From an optimization exercise on the open Yosys and OpenROAD flow, aimed at small area; shortcuts taken in it are not production practice.
Only simulation tests tie the RTL to the original design; equivalence was not proved.
Power is estimated from default activity; no workload was simulated.

==> flow/design.v (excerpt) <==
module ee354_2048(Clk, Reset, q_I, q_Wait, q_Up, q_Down, q_Right, q_Left, q_Win, q_Lose, up, down, left, right, hCount, vCount, rgb, background, bright);
input Clk, Reset;
input up, down, left, right;
input [9:0] hCount, vCount;
input bright;
output q_I, q_Wait, q_Up, q_Down, q_Right, q_Left, q_Win, q_Lose;
output [11:0] rgb;
output [11:0] background;
reg sW, sM, sWin, sLose;
wire sI = ~(sW | sM | sWin | sLose);
reg ax;           
reg fr;           
reg hf, vf;       
reg bgset;        
reg pend;
wire far = fr ^ (ax ? vf : hf);
assign q_I = sI;
assign q_Wait = sW;
assign q_Up = sM & ax & ~far;
assign q_Down = sM & ax & far;
assign q_Left = sM & ~ax & ~far;
assign q_Right = sM & ~ax & far;
assign q_Win = sWin;
assign q_Lose = sLose;
assign background = ~bgset ? 12'hFFF : (sWin ? 12'h080 : 12'h800);
reg [63:0] bd;    
wire A = sM;            
wire B = pend;          
wire [31:0] uin, uout;
wire [63:0] cur, bd_next;
wire [15:0] place;
wire placeable, found_11;
move_in mi(.bd(bd), .A(A), .B(B), .ax(ax), .fr(fr), .uin(uin));
line2048 ln0(uin[15:0], uout[15:0]);
line2048 ln1(uin[31:16], uout[31:16]);
move_out mo(.bd(bd), .uout(uout), .A(A), .B(B), .clr(sI), .pl(B), .ax(ax),
            .place(place), .cur(cur), .bd_next(bd_next));
placer pc(.cur(cur), .hf(hf), .vf(vf), .place(place), .placeable(placeable), .found_11(found_11));
display dp(.hCount(hCount), .vCount(vCount), .bright(bright), .cur(cur), .hf(hf), .vf(vf),
           .bgset(bgset), .win(sWin), .rgb(rgb));
always @(posedge Clk)
    bd <= bd_next;
wire go = ~found_11 & placeable & (up | down | left | right);
  ...
==> module ee354_2048, before the edit <==
module ee354_2048(Clk, Reset, q_I, q_Wait, q_Up, q_Down, q_Right, q_Left, q_Win, q_Lose, up, down, left, right, hCount, vCount, rgb, background, bright);
input Clk, Reset;
input up, down, left, right;
input [9:0] hCount, vCount;
input bright;
output q_I, q_Wait, q_Up, q_Down, q_Right, q_Left, q_Win, q_Lose;
output [11:0] rgb;
output [11:0] background;
reg sW, sM, sWin, sLose;
wire sI = ~(sW | sM | sWin | sLose);
reg ax;           
reg fr;           
reg hf, vf;       
reg bgset;        
reg pend;
wire far = fr ^ (ax ? vf : hf);
assign q_I = sI;
assign q_Wait = sW;
assign q_Up = sM & ax & ~far;
assign q_Down = sM & ax & far;
assign q_Left = sM & ~ax & ~far;
assign q_Right = sM & ~ax & far;
assign q_Win = sWin;
assign q_Lose = sLose;
assign background = ~bgset ? 12'hFFF : (sWin ? 12'h080 : 12'h800);
reg [63:0] bd;    
wire A = sM;            
wire B = pend;          
wire [31:0] uin, uout;
wire [63:0] cur, bd_next;
wire [15:0] place;
wire placeable, found_11;
move_in mi(.bd(bd), .A(A), .B(B), .ax(ax), .fr(fr), .uin(uin));
line2048 ln0(uin[15:0], uout[15:0]);
line2048 ln1(uin[31:16], uout[31:16]);
move_out mo(.bd(bd), .uout(uout), .A(A), .B(B), .clr(sI), .pl(B), .ax(ax),
            .place(place), .cur(cur), .bd_next(bd_next));
placer pc(.cur(cur), .hf(hf), .vf(vf), .place(place), .placeable(placeable), .found_11(found_11));
display dp(.hCount(hCount), .vCount(vCount), .bright(bright), .cur(cur), .hf(hf), .vf(vf),
           .bgset(bgset), .win(sWin), .rgb(rgb));
always @(posedge Clk)
    bd <= bd_next;
wire go = ~found_11 & placeable & (up | down | left | right);
always @(posedge Clk) begin
    if (sW) begin
        ax <= up | down;
        fr <= (up | down) ? (~up ^ vf) : (~left ^ hf);
    end
    if (sI) begin
        hf <= 1'b0;
        vf <= 1'b0;
    end else if (sM & fr) begin
        hf <= hf ^ ~ax;
        vf <= vf ^ ax;
    end
end
always @(posedge Clk, posedge Reset)
begin
    if (Reset) begin
        sW <= 1'b0;
        sM <= 1'b0;
        sWin <= 1'b0;
        sLose <= 1'b0;
        bgset <= 1'b0;
        pend <= 1'b0;
    end else begin
        pend <= sI | sM;
        sW <= sI | sM | (sW & ~found_11 & placeable & ~go);
        sM <= sW & go;
        sWin <= sWin | (sW & found_11);
        sLose <= sLose | (sW & ~found_11 & ~placeable);
        bgset <= sWin | sLose;
    end
end
endmodule
clock: 15.0 ns
lec_check: 0
cap_margin: 20
core_margin: 2
core_utilization: 40
slew_margin: 20
standard.sh (not shown) runs the stock make flow with config.mk's settings and CLKGATE_MAP_FILE= SYNTH_SCRIPT=/design/flow/synth_recipe.tcl, a recipe that flattens the netlist after the stock synthesis.
==> flow/flow/run.sh <==
#!/bin/bash
# Layout flow: the standard layout, with the synthesis step run by the standard flow's own
# synthesis script but an area-oriented ABC mapping script (area.abc) in place of
# ORFS's speed script. Everything before and after ABC (flip-flop mapping, flattening,
# renaming) is the standard flow's synthesis unchanged, so the registers keep their names and cells.
# The later steps are the standard.sh with smaller port buffers, no timing-driven
# global placement and smaller clock-tree buffers (clkbuf_8) and a denser floorplan.
set -euo pipefail
W=$(pwd)
export AREA_ABC_SCRIPT="$W/flow/area.abc"
export FLOW_SYNTH_TCL="$W/synth_recipe.tcl"
make -C "$FLOW_HOME" DESIGN_CONFIG="$W/config.mk" WORK_HOME="$W/orfs" CLKGATE_MAP_FILE= \
    SYNTH_SCRIPT="$W/flow/synth_area.tcl" synth > "$W/synth.log" 2>&1
bash "$W/standard.sh" \
    "BUFFER_PORTS_ARGS=-buffer_cell sky130_fd_sc_hd__buf_1" \
    GPL_TIMING_DRIVEN=0 \
    "CTS_ARGS=-sink_clustering_enable -repair_clock_nets -dont_use_dummy_load -buf_list sky130_fd_sc_hd__clkbuf_8" \
    CAP_MARGIN=10 SLEW_MARGIN=10 CORE_UTILIZATION=60 \
    finish > "$W/layout.log" 2>&1
==> flow/flow/area.abc <==
strash
&get -n
&fraig -x
&put
scorr
dc2
dretime
strash
dc2
balance
rewrite
refactor
balance
rewrite
rewrite -z
balance
refactor -z
rewrite -z
balance
dc2
balance
rewrite
refactor
balance
rewrite
rewrite -z
balance
refactor -z
rewrite -z
balance
&get -n
&deepsyn -T 300
&dch -f -C 32
&nf -R 1000 -p -C 32 -F 8 -A 4 -E 10
&put
==> flow/flow/synth_area.tcl <==
# synth_recipe.tcl with ORFS's ABC call redirected to the area script in AREA_ABC_SCRIPT,
# and no extraction of half and full adders (ABC maps that logic with the rest)
proc abc {args} {
  set i [lsearch -exact $args -script]
  if { $i >= 0 } {
    set args [lreplace $args [expr { $i + 1 }] [expr { $i + 1 }] $::env(AREA_ABC_SCRIPT)]
  }
  puts "area abc: $args"
  yosys abc {*}$args
}
# leave half and full adders to ABC
proc extract_fa {args} { puts "extract_fa skipped" }
# the smallest buffer for output ports that share a net (they get port buffers later)
set ::env(MIN_BUF_CELL_AND_PORTS) "sky130_fd_sc_hd__buf_1 A X"
source $::env(FLOW_SYNTH_TCL)
The starting point completed with no timing, DRC or antenna violations.
Rerun with:
--- a/flow/design.v
+++ b/flow/design.v
@@ -144,15 +144,19 @@
 input bright;
 output q_I, q_Wait, q_Up, q_Down, q_Right, q_Left, q_Win, q_Lose;
 output [11:0] rgb;
 output [11:0] background;
-reg sW, sM, sWin, sLose;
-wire sI = ~(sW | sM | sWin | sLose);
+reg [2:0] st;
+wire sI = (st == 3'b000);
+wire sW = ~st[2] & st[0];
+wire sM = ~st[2] & st[1] & ~st[0];
+wire sWin = st[2] & ~st[1];
+wire sLose = st[2] & st[1];
+wire bgset = st[2] & st[0];
+wire pend = ~st[2] & ~st[1] & st[0];
 reg ax;           
 reg fr;           
 reg hf, vf;       
-reg bgset;        
-reg pend;
 wire far = fr ^ (ax ? vf : hf);
 assign q_I = sI;
 assign q_Wait = sW;
 assign q_Up = sM & ax & ~far;
@@ -178,9 +182,8 @@
 display dp(.hCount(hCount), .vCount(vCount), .bright(bright), .cur(cur), .hf(hf), .vf(vf),
            .bgset(bgset), .win(sWin), .rgb(rgb));
 always @(posedge Clk)
     bd <= bd_next;
-wire go = ~found_11 & placeable & (up | down | left | right);
 always @(posedge Clk) begin
     if (sW) begin
         ax <= up | down;
         fr <= (up | down) ? (~up ^ vf) : (~left ^ hf);
@@ -194,21 +197,13 @@
     end
 end
 always @(posedge Clk, posedge Reset)
 begin
-    if (Reset) begin
-        sW <= 1'b0;
-        sM <= 1'b0;
-        sWin <= 1'b0;
-        sLose <= 1'b0;
-        bgset <= 1'b0;
-        pend <= 1'b0;
-    end else begin
-        pend <= sI | sM;
-        sW <= sI | sM | (sW & ~found_11 & placeable & ~go);
-        sM <= sW & go;
-        sWin <= sWin | (sW & found_11);
-        sLose <= sLose | (sW & ~found_11 & ~placeable);
-        bgset <= sWin | sLose;
+    if (Reset)
+        st <= 3'b000;
+    else begin
+        st[2] <= st[2] | (sW & (found_11 | ~placeable));
+        st[1] <= st[2] ? st[1] : (sW & ~found_11);
+        st[0] <= st[2] | ~st[0] | (~found_11 & placeable & ~(up | down | left | right));
     end
 end
 endmodule
Worst setup slack gets worse by 0.081 ns.
Total power decreases by 60%.
Sequential share of layout area goes down by 0.49 points.
Clock-buffer cell count stays the same.
Worst hold slack improves by 0.029 ns.
Critical path depth came out higher by 4.
Routed wire length came out lower by 1.8%.

re-timing with driven ports:
The flow's constraints put no driver on any port. The routed layouts listed below were extracted and timed again, unchanged, in two steps.
Step 1: set_driving_cell puts a clkbuf_16 on Clk and a buf_2 on each other input, an assumption about the parent block.
Step 2 also shifts input and output timing later by t, the mid clock arrival at the registers, as if the neighbouring blocks saw the same clock.
a / b / c = ideal / step 1 / step 2; a / b = the first two.
run	shift t [ns]	setup WS [ns]	worst setup path after step 2	worst register clock-pin slew, ns	worst data-port slew with drivers (ns)
the first run	0.401	0.895 / 0.859 / 1.260	register to output	0.09 / 0.09	0.03
the second run	0.394	0.814 / 0.783 / 1.177	register to output	0.08 / 0.08	0.03
After both steps setup and hold are still met in every run listed.
